Background: an optimization exercise with open tools, aiming at small area, a short achievable clock period and few clock cycles per item. Do not read the settings as production practice. The RTL was checked by simulation tests, not by an equivalence proof against the original design. Power and IR drop assume default switching activity.

[design/flow/run.sh]
#!/bin/bash
# synth_recipe.tcl (not shown) runs the flow's synth.tcl, then flattens the netlist and writes it again
# the make line also repeats each setting of config.mk as NAME=value (left out here)
make -C /OpenROAD-flow-scripts/flow DESIGN_CONFIG=/design/flow/config.mk WORK_HOME=/design/flow/orfs CLKGATE_MAP_FILE= SYNTH_SCRIPT=/design/flow/synth_recipe.tcl finish
[design/flow/config.mk]
export PLATFORM = sky130hd
export DESIGN_NAME = acc_cpu
export DESIGN_NICKNAME = acc_cpu
export VERILOG_FILES = /design/flow/design.v
export SDC_FILE = /design/flow/constraint.sdc
export NUM_CORES = 4
export LEC_CHECK = 0
export CAP_MARGIN = 20
export CORE_MARGIN = 2
export CORE_UTILIZATION = 40
export PLACE_DENSITY = 0.6
export SLEW_MARGIN = 20
[design/flow/constraint.sdc]
create_clock -name core_clock -period 7.0 [get_ports {clk}]
set_input_delay 1.4000 -clock core_clock [delete_from_list [all_inputs] [get_ports {clk}]]
set_output_delay 1.4000 -clock core_clock [all_outputs]
set_load 0.01 [all_outputs]
[design/flow/design.v]
`timescale 1ns / 1ps
module mux_2x1_rtl(in_0, in_1, select, out);
	input	select;
	input in_0; 
	input in_1;
	output out;
	assign out = (in_0 && ~select) || (in_1 && select);
endmodule
`timescale 1ns / 1ps
module mux_4x1_behavioral(in_0, in_1, in_2, in_3, select, out);
	input in_0;
	input in_1;
	input in_2;
	input in_3;
	input [1:0] select;
	output out;
	reg out;
	always@(select, in_0, in_1, in_2, in_3)
	begin
		case(select)
			2'b00: out = in_0;
			2'b01: out = in_1;
			2'b10: out = in_2;
			2'b11: out = in_3;
		endcase
	end
endmodule
`timescale 1ns / 1ps
module bfa_gl(in_0, in_1, carry_in, result, carry_out);
	input in_0, in_1, carry_in;
	output result, carry_out;
	wire w_xor, w_and_0, w_and_1;
	xor X0(w_xor, in_0, in_1);
	xor X1(result, w_xor, carry_in);
	and A0(w_and_0, w_xor, carry_in);
	and A1(w_and_1, in_0, in_1);
	or O1(carry_out, w_and_0, w_and_1);
endmodule
`timescale 1ns / 1ps
module alu_bitslice(in_a, in_b, in_carry, in_control, out_carry, out_result);
	input in_a, in_b, in_carry;
	input [2:0] in_control;
	wire w_xor_b_c0, w_invert_a, w_and_a_b, w_or_a_b, w_sum, w_2x1;
	output out_result;
	output out_carry;
	xor (w_xor_b_c0, in_b, in_control[0]);
	or  (w_or_a_b, in_a, w_xor_b_c0);
	and (w_and_a_b, in_a, w_xor_b_c0);
	not (w_invert_a, in_a);
	bfa_gl bfa (in_a, w_xor_b_c0, in_carry, w_sum, out_carry);
	mux_2x1_rtl mux_2x1 (w_invert_a, w_xor_b_c0, in_control[0], w_2x1);
	mux_4x1_behavioral mux_4x1 (w_sum, w_or_a_b, w_and_a_b, w_2x1, in_control[2:1], out_result);
endmodule
`timescale 1ns / 1ps
module n_bit_alu(a_in, b_in, control_in, sum_out, carry_out, overflow_out, zero_out);
	parameter n = 8;
	input [7:0] a_in;
	input [7:0] b_in;
	input [2:0] control_in;
	output [7:0] sum_out; 
	output carry_out, overflow_out, zero_out;
	wire [8:0] carry;
	wire is_zero_out;
	and is_zero(is_zero_out, ~sum_out[0], ~sum_out[1], ~sum_out[2], ~sum_out[3], ~sum_out[4], ~sum_out[5], ~sum_out[6], ~sum_out[7]);
	genvar i;
	assign carry_out = carry[n];
	assign overflow_out = carry[n - 1] ^ carry[n];
	assign zero_out = is_zero_out;
	assign carry[0] = control_in[0];
	alu_bitslice adder(a_in[0], b_in[0], carry[0], control_in, carry[1], sum_out[0]); 
	generate 
		for (i = 1; i < n; i = i + 1)
			begin: aluBitGen
				alu_bitslice adder(a_in[i], b_in[i], carry[i], control_in, carry[i+1], sum_out[i]);
			end
	endgenerate
endmodule
`timescale 1ns / 1ps
module acc_cpu(
	input clk,
	input rst,
	output [7:0] imem_addr,
	input [15:0] imem_rdata,
	output reg dmem_req,
	output reg dmem_we,
	output reg [7:0] dmem_addr,
	output [7:0] dmem_wdata,
	input dmem_ack,
	input [7:0] dmem_rdata,
	input [7:0] in_data,
	input in_valid,
	output in_ready,
	output [7:0] out_data,
	output out_valid,
	input out_ready,
	output halted,
	output [7:0] acc,
	output flag_c,
	output flag_z,
	output flag_v
);
parameter S_F0 = 4'd0;    
parameter S_F1 = 4'd1;    
parameter S_DEC = 4'd2;   
parameter S_IND = 4'd3;   
parameter S_MEM = 4'd4;   
parameter S_EX = 4'd5;    
parameter S_ST = 4'd6;    
parameter S_MUL = 4'd7;   
parameter S_DIV = 4'd8;   
parameter S_DIVW = 4'd9;  
parameter S_IN = 4'd10;   
parameter S_OUT = 4'd11;  
parameter S_NX = 4'd12;   
parameter S_HLT = 4'd13;  
reg [3:0] state;
reg [7:0] pc, npc;
reg [15:0] ir;
reg [7:0] ACC;
reg C, Z, V;
reg [7:0] mdata;
reg [7:0] JSRaddrReg;
reg [7:0] InteruptAdrReg;
reg [3:0] HVPIReg;
reg [7:0] MULreg, MULreg2;
reg [7:0] DIVreg;
reg ev_ov, ev_bi, ev_ba;
wire [4:0] op = ir[15:11];
wire [2:0] mode = ir[10:8];
wire [7:0] imm = ir[7:0];
wire is_alu = (op[4:3] == 2'b00);
wire is_ld = (op == 5'b01000);
wire is_st = (op == 5'b01001);
wire is_shl = (op == 5'b01010);
wire is_shr = (op == 5'b01011);
wire is_in = (op == 5'b01100);
wire is_out = (op == 5'b01101);
wire is_hlt = (op == 5'b01110);
wire is_hv = (op == 5'b01111);
wire is_mul = (op == 5'b11000);
wire is_div = (op == 5'b11001);
wire is_br = (op == 5'b11010);
wire is_bz = (op == 5'b11011);
wire is_jsr = (op == 5'b11100);
wire is_rts = (op == 5'b11101);
wire is_rti = (op == 5'b11110);
wire is_bad = (op[4:3] == 2'b10) || (op == 5'b11111);
wire bad_mode = (is_alu || is_ld) && (mode > 3'd2);
reg [7:0] alu_b;
reg [2:0] alu_ctl;
wire [7:0] alu_out;
wire alu_c, alu_v, alu_z;
n_bit_alu ALU(ACC, alu_b, alu_ctl, alu_out, alu_c, alu_v, alu_z);
always @(*) begin
	alu_b = (mode == 3'd0) ? imm : mdata;
	alu_ctl = op[2:0];
	if (state == S_MUL) begin
		alu_b = MULreg2;
		alu_ctl = 3'b000;
	end else if (state == S_DIV) begin
		alu_b = imm;
		alu_ctl = 3'b001;
	end
end
wire ovf_en = (HVPIReg == 4'b0000) || HVPIReg[0];
wire bi_en = (HVPIReg == 4'b0000) || HVPIReg[1];
wire ba_en = (HVPIReg == 4'b0000) || HVPIReg[2];
assign imem_addr = pc;
assign dmem_wdata = ACC;
assign in_ready = (state == S_IN);
assign out_valid = (state == S_OUT);
assign out_data = ACC;
assign halted = (state == S_HLT);
assign acc = ACC;
assign flag_c = C;
assign flag_z = Z;
assign flag_v = V;
always @(posedge clk) begin
	if (rst) begin
		state <= S_F0;
		pc <= 8'd0;
		npc <= 8'd0;
		ir <= 16'd0;
		ACC <= 8'd0;
		C <= 1'b0;
		Z <= 1'b0;
		V <= 1'b0;
		mdata <= 8'd0;
		JSRaddrReg <= 8'd0;
		InteruptAdrReg <= 8'd0;
		HVPIReg <= 4'd0;
		MULreg <= 8'd0;
		MULreg2 <= 8'd0;
		DIVreg <= 8'd0;
		ev_ov <= 1'b0;
		ev_bi <= 1'b0;
		ev_ba <= 1'b0;
		dmem_req <= 1'b0;
		dmem_we <= 1'b0;
		dmem_addr <= 8'd0;
	end else begin
		case (state)
		S_F0: begin
			ev_ov <= 1'b0;
			ev_bi <= 1'b0;
			ev_ba <= 1'b0;
			state <= S_F1;
		end
		S_F1: begin
			ir <= imem_rdata;
			state <= S_DEC;
		end
		S_DEC: begin
			npc <= pc + 8'd1;
			if (bad_mode) begin
				ev_ba <= 1'b1;
				state <= S_NX;
			end else if (is_bad) begin
				ev_bi <= 1'b1;
				state <= S_NX;
			end else if ((is_alu || is_ld) && mode == 3'd1) begin
				dmem_req <= 1'b1;
				dmem_we <= 1'b0;
				dmem_addr <= imm;
				state <= S_MEM;
			end else if ((is_alu || is_ld) && mode == 3'd2) begin
				dmem_req <= 1'b1;
				dmem_we <= 1'b0;
				dmem_addr <= imm;
				state <= S_IND;
			end else if (is_alu || is_ld) begin
				state <= S_EX;
			end else if (is_st) begin
				dmem_req <= 1'b1;
				dmem_we <= 1'b1;
				dmem_addr <= imm;
				state <= S_ST;
			end else if (is_mul) begin
				MULreg <= imm;
				MULreg2 <= ACC;
				state <= S_MUL;
			end else if (is_div) begin
				if (imm == 8'd0) begin
					ACC <= 8'hff;
					state <= S_NX;
				end else begin
					DIVreg <= 8'd0;
					state <= S_DIV;
				end
			end else if (is_in) begin
				state <= S_IN;
			end else if (is_out) begin
				state <= S_OUT;
			end else if (is_hlt) begin
				state <= S_HLT;
			end else begin
				if (is_shl) ACC <= {ACC[6:0], 1'b0};
				if (is_shr) ACC <= {1'b0, ACC[7:1]};
				if (is_hv) HVPIReg <= imm[3:0];
				if (is_br || (is_bz && Z)) npc <= imm;
				if (is_jsr) begin
					JSRaddrReg <= pc + 8'd1;
					npc <= imm;
				end
				if (is_rts) npc <= JSRaddrReg;
				if (is_rti) npc <= InteruptAdrReg;
				state <= S_NX;
			end
		end
		S_IND: begin
			if (dmem_ack) begin
				dmem_req <= 1'b0;
				dmem_addr <= dmem_rdata;
				state <= S_MEM;
			end else if (!dmem_req) begin
				dmem_req <= 1'b1;
			end
		end
		S_MEM: begin
			if (dmem_ack) begin
				dmem_req <= 1'b0;
				mdata <= dmem_rdata;
				state <= S_EX;
			end else begin
				dmem_req <= 1'b1;
			end
		end
		S_EX: begin
			if (is_ld) begin
				ACC <= (mode == 3'd0) ? imm : mdata;
			end else begin
				ACC <= alu_out;
				C <= alu_c;
				Z <= alu_z;
				V <= alu_v;
				ev_ov <= alu_v;
			end
			state <= S_NX;
		end
		S_ST: begin
			if (dmem_ack) begin
				dmem_req <= 1'b0;
				dmem_we <= 1'b0;
				state <= S_NX;
			end
		end
		S_MUL: begin
			ACC <= alu_out;
			MULreg <= MULreg - 8'd1;
			if (MULreg == 8'd2) state <= S_NX;
		end
		S_DIV: begin
			if (alu_c) begin
				ACC <= alu_out;
				DIVreg <= DIVreg + 8'd1;
			end else begin
				state <= S_DIVW;
			end
		end
		S_DIVW: begin
			ACC <= DIVreg;
			state <= S_NX;
		end
		S_IN: begin
			if (in_valid) begin
				ACC <= in_data;
				state <= S_NX;
			end
		end
		S_OUT: begin
			if (out_ready) state <= S_NX;
		end
		S_NX: begin
			if (ev_ov && ovf_en) begin
				InteruptAdrReg <= npc;
				pc <= 8'd100;
			end else if (ev_bi && bi_en) begin
				InteruptAdrReg <= npc;
				pc <= 8'd110;
			end else if (ev_ba && ba_en) begin
				InteruptAdrReg <= npc;
				pc <= 8'd120;
			end else begin
				pc <= npc;
			end
			state <= S_F0;
		end
		S_HLT: begin
		end
		default: state <= S_F0;
		endcase
	end
end
endmodule
==> summary.txt <==
- Status: complete, no violations
- Placer Congestion: just under 1
- Vias in the first global route: about 6500
- Syn Std Cell Area: approximately 0.0073 mm²
- First-pass GRT wire length: approximately 38000 µm
- Clock skew: a little over 9 ps
- Initial core utilization: about two fifths
- Tot GR Track Use: 24.9%
- CP max FO: 10
- # diodes: 0
- Placement row count: between 40 and 50
- Wire length per cell: about 21 µm
- Max-cap violations: 0
- Syn_area_per_cell: 7.92 µm²
- RSZ-0062 raised after global routing: no
- HP Start: C$_SDFFE_PP0P_
- Layout cells sized above 1: between 6 and 7%
- Die X: 139 µm
- CTS Root Cell: clkbuf_16
- Final period util: 92.6%
- Seq/Total Area, Yosys: just over 30%
- Area of the multi-input gates: 0.00455 mm²
- Top Ports: between 80 and 90
- DP Area: approximately 0.008 mm²
- WP data arrival: between 6000 and 7000 ps
- # DRC: 0
- TritonCTS clock tree: built
- Top_reg_cell synth: dfxtp_1
- Worst Setup Start Kind: register
- Slew @ Worst Pin: approximately 1000 ps
- Via-to-Cell Ratio: ~6.1
- Max incr delay on CP: 560 ps
- Worst r2r path cells: 17
- # fillers: around 1800
- VDD IR max: 0.000330 V
- Clock-pin slew on the worst setup and hold paths: 80 ps
- Final net count: slightly above 1000
- Min-Delay Path Class: register to register
- CP delay by family, top: adder cells
- Synth warnings: 2
- Power per Cell Area: ~370 mW/mm²
- Fmax: ~0.15 GHz
- Max-slew violation count: 0
- Util after Layout: between 40% and 50%
- CTS Buf Count: 9
- Drt initial violations: ~700
- Via Count: approximately 7200
- Most frequent cells in the layout: dfxtp_1 (112), nor2_1 (110), nand2_1 (103)
- EDFF count, synth: 0
- Chip Height: ~140 µm
- Antenna viol nets, final: 0
- Critical path launch point: ir[9]$_SDFFE_PP0N_
- Post_cts resized: 0
- Final TNS setup: 0 ps
- Final Cell Area: 0.00846 mm²
- Critical path cell sequence: nor3_2, nor2_1, mux2i_1, o21ai_0, mux2_2, fa_1, fa_1, fa_1, fa_1, fa_1, fa_1, fa_1, and2_1, a2111oi_2, o21ai_1, a211o_1, a21oi_1
- Clock tree buffer depth: 2
- Later-pin clock latency in the skew report: around 370 ps
- CTS H-Tree Depth: 3
- Post-synthesis net count: 990
- Worst path slowest cell: nor3_2
- FF/Latch Area: 0.00224 mm²
- Full die area: between 0.015 and 0.02 mm²
- Leakage: 2.99 nW
- Minimum clock period: 6480 ps
- # setup viols final: 0
- Distinct cells, synth: a little under 90
- Layout area overhead: 15.4%
- Rel. slew slack: 32.5%
- Setup CP Type: register to register
- Initial antenna violation count: 0
- FF-to-FF setup slack: a little over 500 ps
- Hold endpoint: C$_SDFFE_PP0P_
- Fin Hold WS: approximately 460 ps
- R2R Path End: state[0]$_SDFFE_PP0P_
- Synthesized instance count: between 900 and 1000
- Worst reg2reg startpoint: ir[9]$_SDFFE_PP0N_
- Non-Filler Instances: about 1200
- Clock sink count: 112
- Final Hold Vio Count: 0
- Post-DP HPWL: roughly 18000 µm
- Most Frequent Cell on Critical Path: fa_1
- Critical Path Sink Type: register
- Post-CTS setup buffer count: 0
- Synth Register Bits: 112
- Asr flop ratio synth: 0%
- Drt pass-1 iters: 5
- Post-Route WL: 24300 µm
- Total grt overflow: 0
- Most common cell after layout, fill and taps aside: dfxtp_1
- Required time worst endpoint: ~7300 ps
- Core Region: approximately 0.018 mm²
- IO Port Bufs: 84
- Dpl cells: between 1000 and 1500
- Worst Path Buf+Inv: 0
- CTS Hold Buffers Added: 0
- Largest net degree at the start of global routing: between 60 and 70
- Worst hold path stage count: 2
==> metal layers <==
metal	track usage (%)	part of all wire [%]
met1	36.9	47
met2	35.3	42
met3	5.92	8.7
met4	7.81	2.3
met5	0	0
==> synthesized netlist by cell type (4+ instances only) <==
| cell type | number | share of area, % |
|---|---|---|
| a2111oi_0 | 4 | 0.48 |
| a211o_1 | 5 | 0.60 |
| a211oi_1 | 24 | 2.5 |
| a21o_1 | 7 | 0.72 |
| a21oi_1 | 75 | 5.1 |
| a221o_1 | 5 | 0.68 |
| a221oi_1 | 12 | 1.4 |
| a22oi_1 | 8 | 0.82 |
| a31oi_1 | 9 | 0.77 |
| and2_1 | 5 | 0.43 |
| and3_1 | 10 | 0.85 |
| buf_2 | 15 | 1.0 |
| buf_4 | 26 | 2.7 |
| clkbuf_1 | 41 | 2.1 |
| dfxtp_1 | 112 | 31 |
| fa_1 | 7 | 1.9 |
| ha_1 | 20 | 3.4 |
| inv_1 | 19 | 0.97 |
| mux2_2 | 4 | 0.61 |
| mux2i_1 | 40 | 5.5 |
| nand2_1 | 103 | 5.3 |
| nand2b_1 | 11 | 0.94 |
| nand3_1 | 17 | 1.2 |
| nand3b_1 | 5 | 0.51 |
| nor2_1 | 111 | 5.7 |
| nor2b_1 | 8 | 0.68 |
| nor3_1 | 21 | 1.4 |
| nor4bb_1 | 4 | 0.55 |
| o2111ai_1 | 4 | 0.48 |
| o211ai_1 | 7 | 0.72 |
| o21a_1 | 7 | 0.72 |
| o21ai_0 | 47 | 3.2 |
| o21ai_1 | 8 | 0.55 |
| o221ai_1 | 6 | 0.72 |
| o22a_1 | 5 | 0.60 |
| o22ai_1 | 8 | 0.68 |
| o31ai_1 | 4 | 0.41 |
| or3_1 | 6 | 0.51 |
| xnor2_1 | 9 | 1.1 |
| xor2_1 | 9 | 1.1 |
==> where the power goes <==
part / internal (mW) / switching (mW) / total (mW)
combinational: 0.675 / 0.980 / 1.66
sequential: 0.727 / 0.197 / 0.924
clock: 0.326 / 0.256 / 0.582
==> worst max-delay path by stage <==
stage | endpoint | slack, ps | cells after the start
finish | state[0]$_SDFFE_PP0P_ | 520 | 17
floorplan | state[0]$_SDFFE_PP0P_ | 1020 | 17
detailed placement | state[0]$_SDFFE_PP0P_ | 640 | 17
CTS | state[0]$_SDFFE_PP0P_ | 590 | 17
global route | state[0]$_SDFFE_PP0P_ | 110 | 17
global placement | state[0]$_SDFFE_PP0P_ | 760 | 17
==> metrics by stage <==
step                power, mW  setup WS, ps
floorplan                2.07          1020
global placement         2.54           757
detailed placement       2.55           636
CTS                      3.13           592
global route             3.37           109
finish                   3.16           518
==> area by class of cell <==
cell class / instances / share of cell area [%]
clock buffers: 10 / 2.82
clock inverters: 6 / 1.06
inverters: 21 / 0.931
multi-input cells: 704 / 53.7
flip-flops and latches: 112 / 26.5
well taps: 229 / 3.39
repair buffers: 103 / 11.6
==> sequential cells by signal (all words and copies together) (netlist names), 8 cells and up <==
register,flops
ir,16
mdata,8
DIVreg,8
MULreg,8
JSRaddrReg,8
npc,8
InteruptAdrReg,8
pc,8
MULreg2,8
dmem_addr,8
ACC,8
==> cells by family (layout without fill, tap and decap cells) <==
logic type                 Yosys count  in the layout  share of synthesized area, %
AOI/OAI and AO/OA                  283            283                          26.4
xor gates and xnor gates            18             18                          2.15
DFF                                112            112                          30.6
buffers and inverters              110            140                          7.54
adders and majority gates           27             27                          5.32
muxes                               44             44                          6.07
and+or+nand+nor                    332            332                          21.9
==> worst reg2reg max path, cell delays in order (launching register included) <==
cell and delay (ps):
dfxtp_1 400, nor3_2 570, nor2_1 180, mux2i_1 180, o21ai_0 260, mux2_2 380
fa_1 430, fa_1 430, fa_1 430, fa_1 440, fa_1 480, fa_1 490
fa_1 500, and2_1 210, a2111oi_2 390, o21ai_1 210, a211o_1 320, a21oi_1 120
Testbench counts, summed over its fixed seeds: cycles 707,973, programs 480.

[separate check: timing with driven ports]
How much do the figures lean on ideal ports? The routed layout below was timed once more, with nothing changed but the port constraints.
Step 1 assumes that a clkbuf_16 drives the clock port and a buf_2 every other input.
Step 2 adds t to the input delays and takes it off the output delays; t is the mean of the earliest and latest rising clock arrival at the registers after step 1. Input paths then give back, and output paths get back, about the clock's delay inside the block.
a / b / c = ideal ports / drivers / drivers and shift; a / b = the first two.
t, ns: 0.409
setup slack, ns: 0.518 / 0.518 / 0.518
slew at the worst register clock pin (ns): 0.08 / 0.08
cell pins on the clock port's net: 1
After both steps this run still meets setup and hold. The setup slack of this run moves by 0.000 ns with the drivers and by 0.000 ns with both steps.
